This is an optimization exercise on Yosys and OpenROAD, whose aim is small area, a short achievable clock period and few clock cycles per item, not a production implementation.
RTL that was checked went through simulation tests only; none was proved equivalent to the original.

==> delta <==
## MUL
module MUL #(
    parameter WIDTH = 32
) (
    input  [ 0:0] clk,
    input  [ 0:0] rst,
    input  [ 0:0] start,
    input  [31:0] a,
    input  [31:0] b,
    output [63:0] res,
    output [ 0:0] finish
);
Settings: LEC_CHECK=0, CAP_MARGIN=20, CORE_MARGIN=2, CORE_UTILIZATION=40, SETUP_SLACK_MARGIN=1.5, SLEW_MARGIN=20; clock period 4.0 ns.
run.sh (not shown) runs the stock make flow with config.mk's settings and CLKGATE_MAP_FILE= SYNTH_SCRIPT=/design/flow/synth_recipe.tcl, a recipe that flattens the netlist after the stock synthesis.
==> quartz (differences from delta) <==
--- a/flow/design.v
+++ b/flow/design.v
@@ -15,15 +15,14 @@
 reg         n3_q;             
 reg  [31:0] l_q;              
 reg  [29:0] h_q;              
 reg  [3:0] one_q, two_q, neg_q;  
 reg         sgn_q;
-reg  [30:0] a_q;              
 wire first = p[0];
 wire [32:0] sfb = first ? 33'h100000000 : s_q;
 wire [32:0] cfb = first ? 33'h0 : c_q;
-wire [32:0] am = {1'b0, a_q, 1'b0};    
+wire [32:0] am = {1'b0, a[30:0], 1'b0};    
 wire [31:0] pp0;
 wire [31:0] pp1;
 wire [31:0] pp2;
 wire [31:0] pp3;
 genvar gj;
@@ -502,81 +501,81 @@
 assign hs5 = 1'b1 ^ pp2[31];
 assign hc5 = 1'b1 & pp2[31];
 assign hs6 = lowc[1] ^ fs0;
 assign hc6 = lowc[1] & fs0;
 assign fs92 = fc0 ^ fs58 ^ hc4;
-assign fc92 = (fc0 ^ fs58) ? hc4 : fc0;
+assign fc92 = (fc0 & fs58) | (fc0 & hc4) | (fs58 & hc4);
 assign fs93 = hs0 ^ fc58 ^ fs59;
-assign fc93 = (hs0 ^ fc58) ? fs59 : hs0;
+assign fc93 = (hs0 & fc58) | (hs0 & fs59) | (fc58 & fs59);
 assign fs94 = hs1 ^ fc59 ^ fs60;
-assign fc94 = (hs1 ^ fc59) ? fs60 : hs1;
+assign fc94 = (hs1 & fc59) | (hs1 & fs60) | (fc59 & fs60);
 assign fs95 = fs1 ^ fc60 ^ fs61;
-assign fc95 = (fs1 ^ fc60) ? fs61 : fs1;
+assign fc95 = (fs1 & fc60) | (fs1 & fs61) | (fc60 & fs61);
 assign fs96 = fs2 ^ fc61 ^ fs62;
-assign fc96 = (fs2 ^ fc61) ? fs62 : fs2;
+assign fc96 = (fs2 & fc61) | (fs2 & fs62) | (fc61 & fs62);
 assign fs97 = fs4 ^ fc62 ^ fs63;
-assign fc97 = (fs4 ^ fc62) ? fs63 : fs4;
+assign fc97 = (fs4 & fc62) | (fs4 & fs63) | (fc62 & fs63);
 assign fs98 = fs6 ^ fc63 ^ fs64;
-assign fc98 = (fs6 ^ fc63) ? fs64 : fs6;
+assign fc98 = (fs6 & fc63) | (fs6 & fs64) | (fc63 & fs64);
 assign fs99 = fs8 ^ fc64 ^ fs65;
-assign fc99 = (fs8 ^ fc64) ? fs65 : fs8;
+assign fc99 = (fs8 & fc64) | (fs8 & fs65) | (fc64 & fs65);
 assign fs100 = fs10 ^ fc65 ^ fs66;
-assign fc100 = (fs10 ^ fc65) ? fs66 : fs10;
+assign fc100 = (fs10 & fc65) | (fs10 & fs66) | (fc65 & fs66);
 assign fs101 = fs12 ^ fc66 ^ fs67;
-assign fc101 = (fs12 ^ fc66) ? fs67 : fs12;
+assign fc101 = (fs12 & fc66) | (fs12 & fs67) | (fc66 & fs67);
 assign fs102 = fs14 ^ fc67 ^ fs68;
-assign fc102 = (fs14 ^ fc67) ? fs68 : fs14;
+assign fc102 = (fs14 & fc67) | (fs14 & fs68) | (fc67 & fs68);
 assign fs103 = fs16 ^ fc68 ^ fs69;
-assign fc103 = (fs16 ^ fc68) ? fs69 : fs16;
+assign fc103 = (fs16 & fc68) | (fs16 & fs69) | (fc68 & fs69);
 assign fs104 = fs18 ^ fc69 ^ fs70;
-assign fc104 = (fs18 ^ fc69) ? fs70 : fs18;
+assign fc104 = (fs18 & fc69) | (fs18 & fs70) | (fc69 & fs70);
 assign fs105 = fs20 ^ fc70 ^ fs71;
-assign fc105 = (fs20 ^ fc70) ? fs71 : fs20;
+assign fc105 = (fs20 & fc70) | (fs20 & fs71) | (fc70 & fs71);
 assign fs106 = fs22 ^ fc71 ^ fs72;
-assign fc106 = (fs22 ^ fc71) ? fs72 : fs22;
+assign fc106 = (fs22 & fc71) | (fs22 & fs72) | (fc71 & fs72);
 assign fs107 = fs24 ^ fc72 ^ fs73;
-assign fc107 = (fs24 ^ fc72) ? fs73 : fs24;
+assign fc107 = (fs24 & fc72) | (fs24 & fs73) | (fc72 & fs73);
 assign fs108 = fs26 ^ fc73 ^ fs74;
-assign fc108 = (fs26 ^ fc73) ? fs74 : fs26;
+assign fc108 = (fs26 & fc73) | (fs26 & fs74) | (fc73 & fs74);
 assign fs109 = fs28 ^ fc74 ^ fs75;
-assign fc109 = (fs28 ^ fc74) ? fs75 : fs28;
+assign fc109 = (fs28 & fc74) | (fs28 & fs75) | (fc74 & fs75);
 assign fs110 = fs30 ^ fc75 ^ fs76;
-assign fc110 = (fs30 ^ fc75) ? fs76 : fs30;
+assign fc110 = (fs30 & fc75) | (fs30 & fs76) | (fc75 & fs76);
 assign fs111 = fs32 ^ fc76 ^ fs77;
-assign fc111 = (fs32 ^ fc76) ? fs77 : fs32;
+assign fc111 = (fs32 & fc76) | (fs32 & fs77) | (fc76 & fs77);
 assign fs112 = fs34 ^ fc77 ^ fs78;
-assign fc112 = (fs34 ^ fc77) ? fs78 : fs34;
+assign fc112 = (fs34 & fc77) | (fs34 & fs78) | (fc77 & fs78);
 assign fs113 = fs36 ^ fc78 ^ fs79;
-assign fc113 = (fs36 ^ fc78) ? fs79 : fs36;
+assign fc113 = (fs36 & fc78) | (fs36 & fs79) | (fc78 & fs79);
 assign fs114 = fs38 ^ fc79 ^ fs80;
-assign fc114 = (fs38 ^ fc79) ? fs80 : fs38;
+assign fc114 = (fs38 & fc79) | (fs38 & fs80) | (fc79 & fs80);
 assign fs115 = fs40 ^ fc80 ^ fs81;
-assign fc115 = (fs40 ^ fc80) ? fs81 : fs40;
+assign fc115 = (fs40 & fc80) | (fs40 & fs81) | (fc80 & fs81);
 assign fs116 = fs42 ^ fc81 ^ fs82;
-assign fc116 = (fs42 ^ fc81) ? fs82 : fs42;
+assign fc116 = (fs42 & fc81) | (fs42 & fs82) | (fc81 & fs82);
 assign fs117 = fs44 ^ fc82 ^ fs83;
-assign fc117 = (fs44 ^ fc82) ? fs83 : fs44;
+assign fc117 = (fs44 & fc82) | (fs44 & fs83) | (fc82 & fs83);
 assign fs118 = fs46 ^ fc83 ^ fs84;
-assign fc118 = (fs46 ^ fc83) ? fs84 : fs46;
+assign fc118 = (fs46 & fc83) | (fs46 & fs84) | (fc83 & fs84);
 assign fs119 = fs48 ^ fc84 ^ fs85;
-assign fc119 = (fs48 ^ fc84) ? fs85 : fs48;
+assign fc119 = (fs48 & fc84) | (fs48 & fs85) | (fc84 & fs85);
 assign fs120 = fs50 ^ fc85 ^ fs86;
-assign fc120 = (fs50 ^ fc85) ? fs86 : fs50;
+assign fc120 = (fs50 & fc85) | (fs50 & fs86) | (fc85 & fs86);
 assign fs121 = fs52 ^ fc86 ^ fs87;
-assign fc121 = (fs52 ^ fc86) ? fs87 : fs52;
+assign fc121 = (fs52 & fc86) | (fs52 & fs87) | (fc86 & fs87);
 assign fs122 = fs54 ^ fc87 ^ fs88;
-assign fc122 = (fs54 ^ fc87) ? fs88 : fs54;
+assign fc122 = (fs54 & fc87) | (fs54 & fs88) | (fc87 & fs88);
 assign fs123 = fs56 ^ fs89 ^ fc88;
-assign fc123 = (fs56 ^ fs89) ? fc88 : fs56;
+assign fc123 = (fs56 & fs89) | (fs56 & fc88) | (fs89 & fc88);
 assign fs124 = fs57 ^ fc89 ^ fs90;
-assign fc124 = (fs57 ^ fc89) ? fs90 : fs57;
+assign fc124 = (fs57 & fc89) | (fs57 & fs90) | (fc89 & fs90);
 assign fs125 = fc57 ^ fs91 ^ fc90;
-assign fc125 = (fc57 ^ fs91) ? fc90 : fc57;
+assign fc125 = (fc57 & fs91) | (fc57 & fc90) | (fs91 & fc90);
 assign fs126 = pp3[29] ^ hs5 ^ fc91;
-assign fc126 = (pp3[29] ^ hs5) ? fc91 : pp3[29];
+assign fc126 = (pp3[29] & hs5) | (pp3[29] & fc91) | (hs5 & fc91);
 assign fs127 = ~neg_q[2] ^ pp3[30] ^ hc5;
-assign fc127 = (~neg_q[2] ^ pp3[30]) ? hc5 : ~neg_q[2];
+assign fc127 = (~neg_q[2] & pp3[30]) | (~neg_q[2] & hc5) | (pp3[30] & hc5);
 assign hs7 = 1'b1 ^ pp3[31];
 assign hc7 = 1'b1 & pp3[31];
 wire [32:0] s_t = {1'b0, 1'b1, hc7, fc127, fc126, fc125, fc124, fc123, fc122, fc121, fc120, fc119, fc118, fc117, fc116, fc115, fc114, fc113, fc112, fc111, fc110, fc109, fc108, fc107, fc106, fc105, fc104, fc103, fc102, fc101, fc100, fc99, fc98};
 wire [32:0] c_t = {1'b0, 1'b0, ~neg_q[3], hs7, fs127, fs126, fs125, fs124, fs123, fs122, fs121, fs120, fs119, fs118, fs117, fs116, fs115, fs114, fs113, fs112, fs111, fs110, fs109, fs108, fs107, fs106, fs105, fs104, fs103, fs102, fs101, fs100, fs99};
 wire [7:0] ls_t = {fc97, fc96, fc95, fc94, fc93, fc92, hc6, hs6};
@@ -614,10 +613,9 @@
     lc_q  <= lc_t;
     n3_q  <= neg_q[3];
     l_q   <= {low[7:0], l_q[31:8]};
     h_q   <= fin[37:8];
     sgn_q <= a[31] ^ b[31];
-    a_q   <= a[30:0];
 end
 assign finish = p[5];
 assign res = {sgn_q, 1'b0, h_q, l_q};
 endmodule
Settings changed: CTS_BUF_LIST from default to sky130_fd_sc_hd__clkbuf_8, SETUP_SLACK_MARGIN 1.5 to 1.3.
==> results_dict.tcl <==
set metrics [dict create \
    bufAreaShareNonClock_pct 11.3 \
    combPwrFrac_pct 66.1 \
    layout_common_cells "dfxtp_1, xnor2_1, clkdlybuf4s50_1" \
    clk_pin_slew_ns 0.09 \
    path_buf_inv 1 \
    num_vias 9015 \
    outcome "no timing/DRC/antenna violations" \
    worstSetupEndpoint "s_q[10]" \
    cts.sinks 191 \
    wl_met1_mm 14.2 \
    grt_start_max_net_pins 36 \
    fin_total_pwr_mw 15.6 \
    p_leak_nw 5.96 \
    crit_type "reg -> reg" \
    fmax_mhz 404 \
    power.density_nw_per_um2 1050 \
    hp-start "l_q[28]" \
    ys_types 62 \
    ir_worst_vdd_mv 0.405 \
    ys_seq_area_share_pct 31.2 \
]
the above is filed under delta

==> results_dict.tcl <==
set metrics [dict create \
    num_vias 8369 \
    bufAreaShareNonClock_pct 10.7 \
    combPwrFrac_pct 67.4 \
    path_buf_inv 2 \
    p_leak_nw 5.62 \
    outcome "no timing/DRC/antenna violations" \
    wl_met1_mm 12.3 \
    ir_worst_vdd_mv 0.563 \
    cts.sinks 160 \
    ys_seq_area_share_pct 28.3 \
    hp-start "l_q[22]" \
    worstSetupEndpoint "lc_q[6]" \
]
the above is filed under quartz

Testbench counts of quartz, summed over its fixed seeds: cycles 5,376, items 768.
The RTL of delta was laid out without a check of its function.


==> job 3011 <==
Another version of the RTL of MUL (not shown whole).
clock: 4.0 ns
lec_check: 0
cap_margin: 20
core_margin: 2
core_utilization: 40
cts_buf_list: sky130_fd_sc_hd__clkbuf_8
setup_slack_margin: 1.55
slew_margin: 20
==> job 1506: changes against job 3011 <==
--- a/flow/design.v
+++ b/flow/design.v
@@ -428,79 +428,79 @@
 assign fc56 = (pp1[30] ^ pp2[28]) ? pp3[26] : pp1[30];
 assign fs57 = 1'b1 ^ pp1[31] ^ pp2[29];
 assign fc57 = (1'b1 ^ pp1[31]) ? pp2[29] : 1'b1;
 assign hs4 = pp0[0] ^ lowc[0];
 assign hc4 = pp0[0] & lowc[0];
 assign fs58 = sfb[1] ^ cfb[1] ^ pp0[1];
-assign fc58 = (sfb[1] & cfb[1]) | (sfb[1] & pp0[1]) | (cfb[1] & pp0[1]);
+assign fc58 = (sfb[1] ^ cfb[1]) ? pp0[1] : sfb[1];
 assign fs59 = cfb[2] ^ pp0[2] ^ pp1[0];
-assign fc59 = (cfb[2] & pp0[2]) | (cfb[2] & pp1[0]) | (pp0[2] & pp1[0]);
+assign fc59 = (cfb[2] ^ pp0[2]) ? pp1[0] : cfb[2];
 assign fs60 = pp0[3] ^ pp1[1] ^ hc0;
-assign fc60 = (pp0[3] & pp1[1]) | (pp0[3] & hc0) | (pp1[1] & hc0);
+assign fc60 = (pp0[3] ^ pp1[1]) ? hc0 : pp0[3];
 assign fs61 = pp2[0] ^ hc1 ^ hs2;
-assign fc61 = (pp2[0] & hc1) | (pp2[0] & hs2) | (hc1 & hs2);
+assign fc61 = (pp2[0] ^ hc1) ? hs2 : pp2[0];
 assign fs62 = hc2 ^ hs3 ^ fc1;
-assign fc62 = (hc2 & hs3) | (hc2 & fc1) | (hs3 & fc1);
+assign fc62 = (hc2 ^ hs3) ? fc1 : hc2;
 assign fs63 = hc3 ^ fc2 ^ fs3;
-assign fc63 = (hc3 & fc2) | (hc3 & fs3) | (fc2 & fs3);
+assign fc63 = (hc3 ^ fc2) ? fs3 : hc3;
 assign fs64 = fc3 ^ fc4 ^ fs5;
-assign fc64 = (fc3 & fc4) | (fc3 & fs5) | (fc4 & fs5);
+assign fc64 = (fc3 ^ fc4) ? fs5 : fc3;
 assign fs65 = fc5 ^ fc6 ^ fs7;
-assign fc65 = (fc5 & fc6) | (fc5 & fs7) | (fc6 & fs7);
+assign fc65 = (fc5 ^ fc6) ? fs7 : fc5;
 assign fs66 = fc7 ^ fc8 ^ fs9;
-assign fc66 = (fc7 & fc8) | (fc7 & fs9) | (fc8 & fs9);
+assign fc66 = (fc7 ^ fc8) ? fs9 : fc7;
 assign fs67 = fc9 ^ fc10 ^ fs11;
-assign fc67 = (fc9 & fc10) | (fc9 & fs11) | (fc10 & fs11);
+assign fc67 = (fc9 ^ fc10) ? fs11 : fc9;
 assign fs68 = fc11 ^ fc12 ^ fs13;
-assign fc68 = (fc11 & fc12) | (fc11 & fs13) | (fc12 & fs13);
+assign fc68 = (fc11 ^ fc12) ? fs13 : fc11;
 assign fs69 = fc13 ^ fc14 ^ fs15;
-assign fc69 = (fc13 & fc14) | (fc13 & fs15) | (fc14 & fs15);
+assign fc69 = (fc13 ^ fc14) ? fs15 : fc13;
 assign fs70 = fc15 ^ fc16 ^ fs17;
-assign fc70 = (fc15 & fc16) | (fc15 & fs17) | (fc16 & fs17);
+assign fc70 = (fc15 ^ fc16) ? fs17 : fc15;
 assign fs71 = fc17 ^ fc18 ^ fs19;
-assign fc71 = (fc17 & fc18) | (fc17 & fs19) | (fc18 & fs19);
+assign fc71 = (fc17 ^ fc18) ? fs19 : fc17;
 assign fs72 = fc19 ^ fc20 ^ fs21;
-assign fc72 = (fc19 & fc20) | (fc19 & fs21) | (fc20 & fs21);
+assign fc72 = (fc19 ^ fc20) ? fs21 : fc19;
 assign fs73 = fc21 ^ fc22 ^ fs23;
-assign fc73 = (fc21 & fc22) | (fc21 & fs23) | (fc22 & fs23);
+assign fc73 = (fc21 ^ fc22) ? fs23 : fc21;
 assign fs74 = fc23 ^ fc24 ^ fs25;
-assign fc74 = (fc23 & fc24) | (fc23 & fs25) | (fc24 & fs25);
+assign fc74 = (fc23 ^ fc24) ? fs25 : fc23;
 assign fs75 = fc25 ^ fc26 ^ fs27;
-assign fc75 = (fc25 & fc26) | (fc25 & fs27) | (fc26 & fs27);
+assign fc75 = (fc25 ^ fc26) ? fs27 : fc25;
 assign fs76 = fc27 ^ fc28 ^ fs29;
-assign fc76 = (fc27 & fc28) | (fc27 & fs29) | (fc28 & fs29);
+assign fc76 = (fc27 ^ fc28) ? fs29 : fc27;
 assign fs77 = fc29 ^ fc30 ^ fs31;
-assign fc77 = (fc29 & fc30) | (fc29 & fs31) | (fc30 & fs31);
+assign fc77 = (fc29 ^ fc30) ? fs31 : fc29;
 assign fs78 = fc31 ^ fc32 ^ fs33;
-assign fc78 = (fc31 & fc32) | (fc31 & fs33) | (fc32 & fs33);
+assign fc78 = (fc31 ^ fc32) ? fs33 : fc31;
 assign fs79 = fc33 ^ fc34 ^ fs35;
-assign fc79 = (fc33 & fc34) | (fc33 & fs35) | (fc34 & fs35);
+assign fc79 = (fc33 ^ fc34) ? fs35 : fc33;
 assign fs80 = fc35 ^ fc36 ^ fs37;
-assign fc80 = (fc35 & fc36) | (fc35 & fs37) | (fc36 & fs37);
+assign fc80 = (fc35 ^ fc36) ? fs37 : fc35;
 assign fs81 = fc37 ^ fc38 ^ fs39;
-assign fc81 = (fc37 & fc38) | (fc37 & fs39) | (fc38 & fs39);
+assign fc81 = (fc37 ^ fc38) ? fs39 : fc37;
 assign fs82 = fc39 ^ fc40 ^ fs41;
-assign fc82 = (fc39 & fc40) | (fc39 & fs41) | (fc40 & fs41);
+assign fc82 = (fc39 ^ fc40) ? fs41 : fc39;
 assign fs83 = fc41 ^ fc42 ^ fs43;
-assign fc83 = (fc41 & fc42) | (fc41 & fs43) | (fc42 & fs43);
+assign fc83 = (fc41 ^ fc42) ? fs43 : fc41;
 assign fs84 = fc43 ^ fc44 ^ fs45;
-assign fc84 = (fc43 & fc44) | (fc43 & fs45) | (fc44 & fs45);
+assign fc84 = (fc43 ^ fc44) ? fs45 : fc43;
 assign fs85 = fc45 ^ fc46 ^ fs47;
-assign fc85 = (fc45 & fc46) | (fc45 & fs47) | (fc46 & fs47);
+assign fc85 = (fc45 ^ fc46) ? fs47 : fc45;
 assign fs86 = fc47 ^ fc48 ^ fs49;
-assign fc86 = (fc47 & fc48) | (fc47 & fs49) | (fc48 & fs49);
+assign fc86 = (fc47 ^ fc48) ? fs49 : fc47;
 assign fs87 = fc49 ^ fc50 ^ fs51;
-assign fc87 = (fc49 & fc50) | (fc49 & fs51) | (fc50 & fs51);
+assign fc87 = (fc49 ^ fc50) ? fs51 : fc49;
 assign fs88 = fc51 ^ fc52 ^ fs53;
-assign fc88 = (fc51 & fc52) | (fc51 & fs53) | (fc52 & fs53);
+assign fc88 = (fc51 ^ fc52) ? fs53 : fc51;
 assign fs89 = fc53 ^ fc54 ^ fs55;
-assign fc89 = (fc53 & fc54) | (fc53 & fs55) | (fc54 & fs55);
+assign fc89 = (fc53 ^ fc54) ? fs55 : fc53;
 assign fs90 = pp3[27] ^ fc55 ^ fc56;
-assign fc90 = (pp3[27] & fc55) | (pp3[27] & fc56) | (fc55 & fc56);
+assign fc90 = (pp3[27] ^ fc55) ? fc56 : pp3[27];
 assign fs91 = ~neg_q[1] ^ pp2[30] ^ pp3[28];
-assign fc91 = (~neg_q[1] & pp2[30]) | (~neg_q[1] & pp3[28]) | (pp2[30] & pp3[28]);
+assign fc91 = (~neg_q[1] ^ pp2[30]) ? pp3[28] : ~neg_q[1];
 assign hs5 = 1'b1 ^ pp2[31];
 assign hc5 = 1'b1 & pp2[31];
 assign hs6 = lowc[1] ^ fs0;
 assign hc6 = lowc[1] & fs0;
 assign fs92 = fc0 ^ fs58 ^ hc4;
 assign fc92 = (fc0 ^ fs58) ? hc4 : fc0;
SETUP_SLACK_MARGIN = 1.4   (was 1.55)
==> notes <==
Wire length: job 1506 is lower than job 3011 (about 1.6%). Against job 1506, the sequential share of layout area of job 3011 is lower by 1.8 points. In job 1506 the hold slack is higher than in job 3011, by 0.0032 ns. In critical path depth, job 1506 and job 3011 do not differ.
Function was not checked in any run of this note: the RTL went through the layout flow alone.
